This design comes from an exercise in tuning for small area and a short achievable clock period on the open sky130 flow, not from production work.
In this exercise RTL edits were held to simulation tests only and were not proved equivalent to the original.
The clock input has no modelled driver; a real chip could not lean on it and would need a root buffer or a full tree.
Power figures rest on the tool's default switching activity, not on a simulated workload.

==> run M: inputs <==
==> flow/design.v (excerpt) <==
module cpu(out, in, clk, reset);
input  [7:0] in;
input        clk, reset;
output [7:0] out;
reg [7:0]   out;
reg [7:0]   reg_a, reg_b, reg_c, mem_d;
reg [7:0]   alu_p, alu_g;               
reg         alu_c;                      
reg [127:0] mem;                        
reg [3:0]   a_lo, a_hi;                 
reg         c_alu;                      
reg         a_in, b_in, o_in;           
reg         o_c;                        
reg         ld_a, ld_c;                 
reg         a_c, b_c;                   
reg         o_z;                        
reg         mem_wr;                     
reg         st2, st3;                   
wire nx_s0 = ~reset & ~(a_in | b_in | o_in | ld_a | ld_c);
wire [15:0] nop = {15'd0, nx_s0} << in[7:4];
always @(posedge clk) begin
	c_alu  <= nop[0] | nop[1] | nop[2] | nop[3] | nop[4] | nop[5];
	a_in   <= nop[6];
	b_in   <= nop[7];
	o_in   <= nop[8];
	o_c    <= nop[9] | nop[11];
	ld_a   <= nop[10];
	ld_c   <= nop[12];
	a_c    <= nop[13];
	b_c    <= nop[14];
	o_z    <= nop[15];
	mem_wr <= nop[8] | nop[9] | nop[15];
	st2    <= ~reset & ld_a;
	st3    <= ~reset & ld_c;
	a_lo   <= nx_s0 ? (4'b0001 << in[1:0]) : 4'b0001;
	a_hi   <= nx_s0 ? (4'b0001 << in[3:2]) : 4'b0001;
end
wire [2:0] f = in[6:4];
wire inv_a = f[2] & f[0];
wire use_b = ~f[1] & ~(f[2] & f[0]);
wire inv_b = f[0] & ~f[2];
wire [7:0] a_sel = a_c ? reg_c : reg_a;
wire [7:0] b_sel = b_c ? reg_c : reg_b;
wire [7:0] alu_x = a_sel ^ {8{inv_a}};
wire [7:0] alu_y = (b_sel & {8{use_b}}) ^ {8{inv_b}};
always @(posedge clk) begin
	alu_p <= alu_x ^ alu_y;
	alu_g <= alu_x & alu_y;
	alu_c <= f[2] | (f[1] ^ f[0]);
end
wire [7:0] g1n, p1n, g2, p2, g3n;
wire [7:0] alu_out;
assign g1n[0] = 1'b0;                   
alu_aoi21 l1g1 (.y(g1n[1]), .a1(alu_p[0]), .a2(alu_c), .b1(alu_g[0]));
genvar gk;
generate
	for (gk = 2; gk < 8; gk = gk + 1) begin : l1
		alu_aoi21 g (.y(g1n[gk]), .a1(alu_p[gk-1]), .a2(alu_g[gk-2]), .b1(alu_g[gk-1]));
  ...
Settings: LEC_CHECK=0, CAP_MARGIN=20, CORE_MARGIN=2, CORE_UTILIZATION=40, SETUP_SLACK_MARGIN=2.4, SLEW_MARGIN=20, SYNTH_HIERARCHICAL=1; clock period 4.0 ns.
standard.sh (not shown) runs the stock make flow with config.mk's settings and CLKGATE_MAP_FILE= SYNTH_SCRIPT=/design/flow/synth_recipe.tcl, a recipe that flattens the netlist after the stock synthesis.
==> flow/flow/run.sh <==
#!/bin/bash
# Own layout flow: the standard flow (standard.sh) with these changes:
#  - the port buffers are sky130_fd_sc_hd__buf_4 (buffer_ports' default pick
#    is a delay cell);
#  - the clock tree step is flow/cts.tcl: the clock port drives 4 clkbuf_8,
#    which drive 8 clkbuf_16 placed at the centres of k-means clusters of the
#    registers, instead of TritonCTS's H-tree, followed by the timing repair
#    and a greedy downsizing pass that keeps the worst slack;
#  - after global routing, flow/grt_post.tcl runs the downsizing pass again
#    on the global-routing parasitics (nets rerouted incrementally).
# Each step's output goes to a log file of its own in the work folder.
set -euo pipefail
R=$(pwd)/orfs/results/$FLOW_PLATFORM/cpu/base
PB="BUFFER_PORTS_ARGS=-buffer_cell sky130_fd_sc_hd__buf_4"
bash standard.sh "$PB" place > log_1_place.txt 2>&1
RESULTS=$R CTS_NTOP=4 CTS_NLEAF=8 CTS_TOPBUF=sky130_fd_sc_hd__clkbuf_8 \
  CTS_LEAFBUF=sky130_fd_sc_hd__clkbuf_16 SETUP_MARGIN=2.4 \
  openroad -no_init -exit flow/cts.tcl > log_2_cts.txt 2>&1
cp "$R/4_1_cts.odb" "$R/4_cts.odb"
touch "$R/4_cts.sdc"
OWN_FLOW_DIR=$(pwd)/flow bash standard.sh "$PB" "POST_GLOBAL_ROUTE_TCL=$(pwd)/flow/grt_post.tcl" finish > log_3_finish.txt 2>&1
==> flow/flow/cts.tcl <==
# Clock tree step of the own flow, in place of ORFS's cts.tcl: the same
# steps, but a shallow two-level clock tree (see mytree.tcl) instead of
# TritonCTS's H-tree, and a greedy downsizing pass (see downsize.tcl) after
# the timing repair.
set P $::env(FLOW_HOME)/platforms/sky130hd
set R $::env(RESULTS)
read_liberty $P/lib/sky130_fd_sc_hd__tt_025C_1v80.lib
read_db $R/3_place.odb
read_sdc $R/3_place.sdc
source $P/setRC.tcl
set_dont_use {sky130_fd_sc_hd__probe_p_8 sky130_fd_sc_hd__probec_p_8 sky130_fd_sc_hd__lpflow_*}

source [file dirname [info script]]/mytree.tcl
build_clock_tree $::env(CTS_NTOP) $::env(CTS_NLEAF) $::env(CTS_TOPBUF) $::env(CTS_LEAFBUF)

set_placement_padding -global -left 0 -right 0
detailed_placement
set_propagated_clock [all_clocks]
estimate_parasitics -placement
report_clock_latency -clock core_clock

repair_timing -setup_margin $::env(SETUP_MARGIN) -verbose
detailed_placement
estimate_parasitics -placement

# area recovery: smaller drive strengths wherever the worst slack allows
source [file dirname [info script]]/downsize.tcl
set ws0 [sta::worst_slack_cmd max]
downsize_cells [expr {$ws0 - 0.002e-9}] 0.1e-9
detailed_placement
check_placement -verbose
estimate_parasitics -placement
report_checks -path_delay max -format end -group_path_count 10
report_worst_slack -max
report_worst_slack -min

write_db $R/4_1_cts.odb
write_sdc -no_timestamp $R/4_cts.sdc
==> flow/flow/downsize.tcl <==
# Greedy area recovery: try each instance in its family's smallest drive
# strengths, keeping a change only if the worst setup slack stays at or above
# the target and the worst hold slack stays above hold_min.
proc downsize_cells { target hold_min } {
  set block [ord::get_db_block]
  set tried 0; set kept 0; set saved 0.0
  set cands {}
  foreach inst [$block getInsts] {
    set m [[$inst getMaster] getName]
    if {![regexp {^(sky130_fd_sc_hd__\w+?)_(\d+)$} $m -> base drive]} continue
    if {[string match "*clkbuf*" $base] || [string match "*tap*" $base] || [string match "*fill*" $base] || [string match "*decap*" $base] || [string match "*conb*" $base]} continue
    if {[string match "clkbuf_*" [$inst getName]]} continue
    lappend cands [list $inst $base $drive]
  }
  foreach c $cands {
    lassign $c inst base drive
    set name [$inst getName]
    set cur [[$inst getMaster] getName]
    set curarea [expr {[[$inst getMaster] getWidth] * [[$inst getMaster] getHeight]}]
    set opts {}
    foreach lc [get_lib_cells ${base}_*] {
      set ln [get_name $lc]
      if {![regexp {_(\d+)$} $ln -> d]} continue
      if {$ln eq $cur} continue
      set mm [[ord::get_db] findMaster $ln]
      if {$mm eq "NULL"} continue
      set a [expr {[$mm getWidth] * [$mm getHeight]}]
      if {$a < $curarea} { lappend opts [list $ln $a] }
    }
    set opts [lsort -real -index 1 $opts]
    foreach o $opts {
      lassign $o ln a
      incr tried
      replace_cell $name $ln
      set ws [sta::worst_slack_cmd max]
      set hs [sta::worst_slack_cmd min]
      if {$ws >= $target && $hs >= $hold_min} {
        incr kept
        set saved [expr {$saved + ($curarea - $a) / 1e6}]
        break
      } else {
        replace_cell $name $cur
      }
    }
  }
  puts "downsize: tried $tried, kept $kept, saved $saved um2"
}
==> flow/flow/grt_post.tcl <==
# POST_GLOBAL_ROUTE hook of the own flow: a second greedy downsizing pass on
# the global-routing parasitics, keeping the worst setup slack, with the
# changed nets routed again incrementally before the detailed router runs.
source $::env(OWN_FLOW_DIR)/downsize.tcl
global_route -start_incremental
set ws0 [sta::worst_slack_cmd max]
puts "post-grt downsize: worst slack before [expr {$ws0 * 1e9}]"
downsize_cells [expr {$ws0 - 0.002e-9}] 0.1e-9
detailed_placement
global_route -end_incremental
estimate_parasitics -global_routing
puts "post-grt downsize: worst slack after [expr {[sta::worst_slack_cmd max] * 1e9}]"
check_placement -verbose
write_guides $::env(RESULTS_DIR)/route.guide
Other scripts of this flow, unchanged in this note and not shown: flow/flow/mytree.tcl
==> inputs of run X, as changes to run M <==
--- a/flow/design.v
+++ b/flow/design.v
@@ -46,50 +46,25 @@
 always @(posedge clk) begin
 	alu_p <= alu_x ^ alu_y;
 	alu_g <= alu_x & alu_y;
 	alu_c <= f[2] | (f[1] ^ f[0]);
 end
-wire [7:0] g1n, p1n, g2, p2, g3n;
-wire [7:0] alu_out;
-assign g1n[0] = 1'b0;                   
-alu_aoi21 l1g1 (.y(g1n[1]), .a1(alu_p[0]), .a2(alu_c), .b1(alu_g[0]));
-genvar gk;
-generate
-	for (gk = 2; gk < 8; gk = gk + 1) begin : l1
-		alu_aoi21 g (.y(g1n[gk]), .a1(alu_p[gk-1]), .a2(alu_g[gk-2]), .b1(alu_g[gk-1]));
-		alu_nand2 p (.y(p1n[gk]), .a(alu_p[gk-1]), .b(alu_p[gk-2]));
+reg  [8:0] cg, cp, cgn, cpn;
+integer k, s;
+always @(*) begin
+	cg = {alu_g, alu_c};
+	cp = {alu_p, 1'b0};
+	for (s = 1; s < 9; s = s * 2) begin
+		cgn = cg; cpn = cp;
+		for (k = s; k < 9; k = k + 1) begin
+			cgn[k] = cg[k] | (cp[k] & cg[k-s]);
+			cpn[k] = cp[k] & cp[k-s];
+		end
+		cg = cgn; cp = cpn;
 	end
-endgenerate
-assign p1n[1:0] = 2'b11;                
-wire alu_c_n;
-alu_inv   l1c  (.y(alu_c_n), .a(alu_c));
-alu_inv   l2g1 (.y(g2[1]), .a(g1n[1]));
-alu_oai21 l2g2 (.y(g2[2]), .a1(p1n[2]), .a2(alu_c_n), .b1(g1n[2]));
-alu_oai21 l2g3 (.y(g2[3]), .a1(p1n[3]), .a2(g1n[1]), .b1(g1n[3]));
-generate
-	for (gk = 4; gk < 8; gk = gk + 1) begin : l2
-		alu_oai21 g (.y(g2[gk]), .a1(p1n[gk]), .a2(g1n[gk-2]), .b1(g1n[gk]));
-		alu_nor2  p (.y(p2[gk]), .a(p1n[gk]), .b(p1n[gk-2]));
-	end
-endgenerate
-assign g2[0] = alu_c;
-assign p2[3:0] = 4'd0;                  
-generate
-	for (gk = 4; gk < 8; gk = gk + 1) begin : l3
-		alu_aoi21 g (.y(g3n[gk]), .a1(p2[gk]), .a2(g2[gk-4]), .b1(g2[gk]));
-	end
-endgenerate
-assign g3n[3:0] = 4'd0;                 
-alu_xor2  s0 (.y(alu_out[0]), .a(alu_p[0]), .b(alu_c));
-alu_xnor2 s1 (.y(alu_out[1]), .a(alu_p[1]), .b(g1n[1]));
-alu_xor2  s2 (.y(alu_out[2]), .a(alu_p[2]), .b(g2[2]));
-alu_xor2  s3 (.y(alu_out[3]), .a(alu_p[3]), .b(g2[3]));
-generate
-	for (gk = 4; gk < 8; gk = gk + 1) begin : sh
-		alu_xnor2 s (.y(alu_out[gk]), .a(alu_p[gk]), .b(g3n[gk]));
-	end
-endgenerate
+end
+wire [7:0] alu_out = alu_p ^ cg[7:0];
 wire [7:0] mem_wd = (in & {8{o_in}}) | (reg_c & {8{o_c}});
 reg [15:0] wsel, rsel;
 integer i;
 always @(*) begin
 	for (i = 0; i < 16; i = i + 1) begin
@@ -151,40 +126,5 @@
 module rd_or2(y, a, b);
 input  a, b;
 output y;
 assign y = a | b;
 endmodule
-module alu_aoi21(y, a1, a2, b1);
-input  a1, a2, b1;
-output y;
-assign y = ~((a1 & a2) | b1);
-endmodule
-module alu_oai21(y, a1, a2, b1);
-input  a1, a2, b1;
-output y;
-assign y = ~((a1 | a2) & b1);
-endmodule
-module alu_nand2(y, a, b);
-input  a, b;
-output y;
-assign y = ~(a & b);
-endmodule
-module alu_nor2(y, a, b);
-input  a, b;
-output y;
-assign y = ~(a | b);
-endmodule
-module alu_inv(y, a);
-input  a;
-output y;
-assign y = ~a;
-endmodule
-module alu_xor2(y, a, b);
-input  a, b;
-output y;
-assign y = a ^ b;
-endmodule
-module alu_xnor2(y, a, b);
-input  a, b;
-output y;
-assign y = ~(a ^ b);
-endmodule
==> flow/flow/run.sh (replaced) <==
#!/bin/bash
# Own layout flow: the standard flow (standard.sh) with two changes:
#  - the port buffers are sky130_fd_sc_hd__buf_4 (buffer_ports' default pick
#    is a delay cell);
#  - the clock tree step is flow/cts.tcl: the clock port drives 4 clkbuf_8,
#    which drive 8 clkbuf_16 placed at the centres of k-means clusters of the
#    registers, instead of TritonCTS's H-tree.
# Each step's output goes to a log file of its own in the work folder.
set -euo pipefail
R=$(pwd)/orfs/results/$FLOW_PLATFORM/cpu/base
PB="BUFFER_PORTS_ARGS=-buffer_cell sky130_fd_sc_hd__buf_4"
bash standard.sh "$PB" place > log_1_place.txt 2>&1
RESULTS=$R CTS_NTOP=4 CTS_NLEAF=8 CTS_TOPBUF=sky130_fd_sc_hd__clkbuf_8 \
  CTS_LEAFBUF=sky130_fd_sc_hd__clkbuf_16 SETUP_MARGIN=2.4 \
  openroad -no_init -exit flow/cts.tcl > log_2_cts.txt 2>&1
cp "$R/4_1_cts.odb" "$R/4_cts.odb"
touch "$R/4_cts.sdc"
bash standard.sh "$PB" finish > log_3_finish.txt 2>&1
==> flow/flow/cts.tcl (replaced) <==
# Clock tree step of the own flow, in place of ORFS's cts.tcl: the same
# steps, but a shallow two-level clock tree (see mytree.tcl) instead of
# TritonCTS's H-tree.
set P $::env(FLOW_HOME)/platforms/sky130hd
set R $::env(RESULTS)
read_liberty $P/lib/sky130_fd_sc_hd__tt_025C_1v80.lib
read_db $R/3_place.odb
read_sdc $R/3_place.sdc
source $P/setRC.tcl
set_dont_use {sky130_fd_sc_hd__probe_p_8 sky130_fd_sc_hd__probec_p_8 sky130_fd_sc_hd__lpflow_*}

source [file dirname [info script]]/mytree.tcl
build_clock_tree $::env(CTS_NTOP) $::env(CTS_NLEAF) $::env(CTS_TOPBUF) $::env(CTS_LEAFBUF)

set_placement_padding -global -left 0 -right 0
detailed_placement
set_propagated_clock [all_clocks]
estimate_parasitics -placement
report_clock_latency -clock core_clock

repair_timing -setup_margin $::env(SETUP_MARGIN) -verbose
detailed_placement
check_placement -verbose
estimate_parasitics -placement
report_checks -path_delay max -format end -group_path_count 10
report_worst_slack -max
report_worst_slack -min

write_db $R/4_1_cts.odb
write_sdc -no_timestamp $R/4_cts.sdc
removed: flow/flow/downsize.tcl
removed: flow/flow/grt_post.tcl
==> inputs of run B, as changes to run M <==
==> flow/flow/run.sh (replaced) <==
#!/bin/bash
# Own layout flow: the standard flow (standard.sh) with two changes:
#  - the port buffers are sky130_fd_sc_hd__buf_4 (buffer_ports' default pick
#    is a delay cell);
#  - the clock tree step is flow/cts.tcl: the clock port drives 4 clkbuf_16,
#    which drive 12 clkbuf_16 placed at the centres of k-means clusters of the
#    registers, instead of TritonCTS's H-tree, followed by the timing repair
#    and a greedy downsizing pass that keeps the worst slack.
# Each step's output goes to a log file of its own in the work folder.
set -euo pipefail
R=$(pwd)/orfs/results/$FLOW_PLATFORM/cpu/base
PB="BUFFER_PORTS_ARGS=-buffer_cell sky130_fd_sc_hd__buf_4"
bash standard.sh "$PB" place > log_1_place.txt 2>&1
RESULTS=$R CTS_NTOP=4 CTS_NLEAF=12 CTS_TOPBUF=sky130_fd_sc_hd__clkbuf_16 \
  CTS_LEAFBUF=sky130_fd_sc_hd__clkbuf_16 SETUP_MARGIN=2.4 \
  openroad -no_init -exit flow/cts.tcl > log_2_cts.txt 2>&1
cp "$R/4_1_cts.odb" "$R/4_cts.odb"
touch "$R/4_cts.sdc"
bash standard.sh "$PB" finish > log_3_finish.txt 2>&1
removed: flow/flow/grt_post.tcl
==> inputs of run F, as changes to run M <==
==> flow/flow/run.sh (replaced) <==
#!/bin/bash
# Own layout flow: the standard flow (standard.sh) with two changes:
#  - the port buffers are sky130_fd_sc_hd__buf_4 (buffer_ports' default pick
#    is a delay cell);
#  - the clock tree step is flow/cts.tcl: the clock port drives 4 clkbuf_8,
#    which drive 8 clkbuf_16 placed at the centres of k-means clusters of the
#    registers, instead of TritonCTS's H-tree, followed by the timing repair
#    and a greedy downsizing pass that keeps the worst slack.
# Each step's output goes to a log file of its own in the work folder.
set -euo pipefail
R=$(pwd)/orfs/results/$FLOW_PLATFORM/cpu/base
PB="BUFFER_PORTS_ARGS=-buffer_cell sky130_fd_sc_hd__buf_4"
bash standard.sh "$PB" place > log_1_place.txt 2>&1
RESULTS=$R CTS_NTOP=4 CTS_NLEAF=8 CTS_TOPBUF=sky130_fd_sc_hd__clkbuf_8 \
  CTS_LEAFBUF=sky130_fd_sc_hd__clkbuf_16 SETUP_MARGIN=2.45 \
  openroad -no_init -exit flow/cts.tcl > log_2_cts.txt 2>&1
cp "$R/4_1_cts.odb" "$R/4_cts.odb"
touch "$R/4_cts.sdc"
bash standard.sh "$PB" finish > log_3_finish.txt 2>&1
--- a/flow/config.mk
+++ b/flow/config.mk
@@ -6,8 +6,8 @@
 export NUM_CORES = 4
 export LEC_CHECK = 0
 export CAP_MARGIN = 20
 export CORE_MARGIN = 2
 export CORE_UTILIZATION = 40
-export SETUP_SLACK_MARGIN = 2.4
+export SETUP_SLACK_MARGIN = 2.45
 export SLEW_MARGIN = 20
 export SYNTH_HIERARCHICAL = 1
removed: flow/flow/grt_post.tcl
==> summary of the runs <==
In run B the routed wire length is higher than in run M, by 0.92%. Power, lowest first: run M, run F, run X, run B. Against run M, the register-to-register slack of run X is higher by 0.10 ns. Global-route usage, highest first: run F, run X, run B, run M. The highest utilization belongs to run X, the lowest to run M.
In every run of this note, the design's own scripts or RTL, not TritonCTS, make the clock network.

[re-timing with driven ports]
In the flow no input, the clock included, has a driving cell. The finished layouts below were timed again as built, in two steps.
Step 1 (the two cells are an assumption about what drives the block):
set clk [get_ports {clk}]
set_driving_cell -lib_cell sky130_fd_sc_hd__clkbuf_16 $clk
set_driving_cell -lib_cell sky130_fd_sc_hd__buf_2 [delete_from_list [all_inputs] $clk]
Step 2 moves the port delays by t, midway between the first and last clock arrival at a register: inputs arrive t later, outputs are due t later. That takes back most of the time a late clock gives input paths.
a / b / c = ideal ports / drivers / drivers and shift; a / b = the first two.
| run | t (ns) | slack for setup (ns) | clock arrival spread, ns | worst register clock-pin slew, ns | worst data-port slew with drivers (ns) |
|---|---|---|---|---|---|
| run M | 0.378 | 2.091 / 2.143 / 1.765 | 0.022 / 0.022 | 0.10 / 0.10 | 0.03 |
| run X | 0.374 | 2.410 / 2.335 / 2.154 | 0.023 / 0.023 | 0.10 / 0.10 | 0.05 |
| run B | 0.371 | 2.419 / 2.328 / 2.159 | 0.019 / 0.019 | 0.08 / 0.08 | 0.03 |
| run F | 0.376 | 2.403 / 2.322 / 2.139 | 0.021 / 0.021 | 0.10 / 0.10 | 0.04 |
After both steps every run listed still meets setup and hold. The setup slack of run M, which loses most, moves by +0.052 ns with the drivers and by -0.326 ns with both steps.
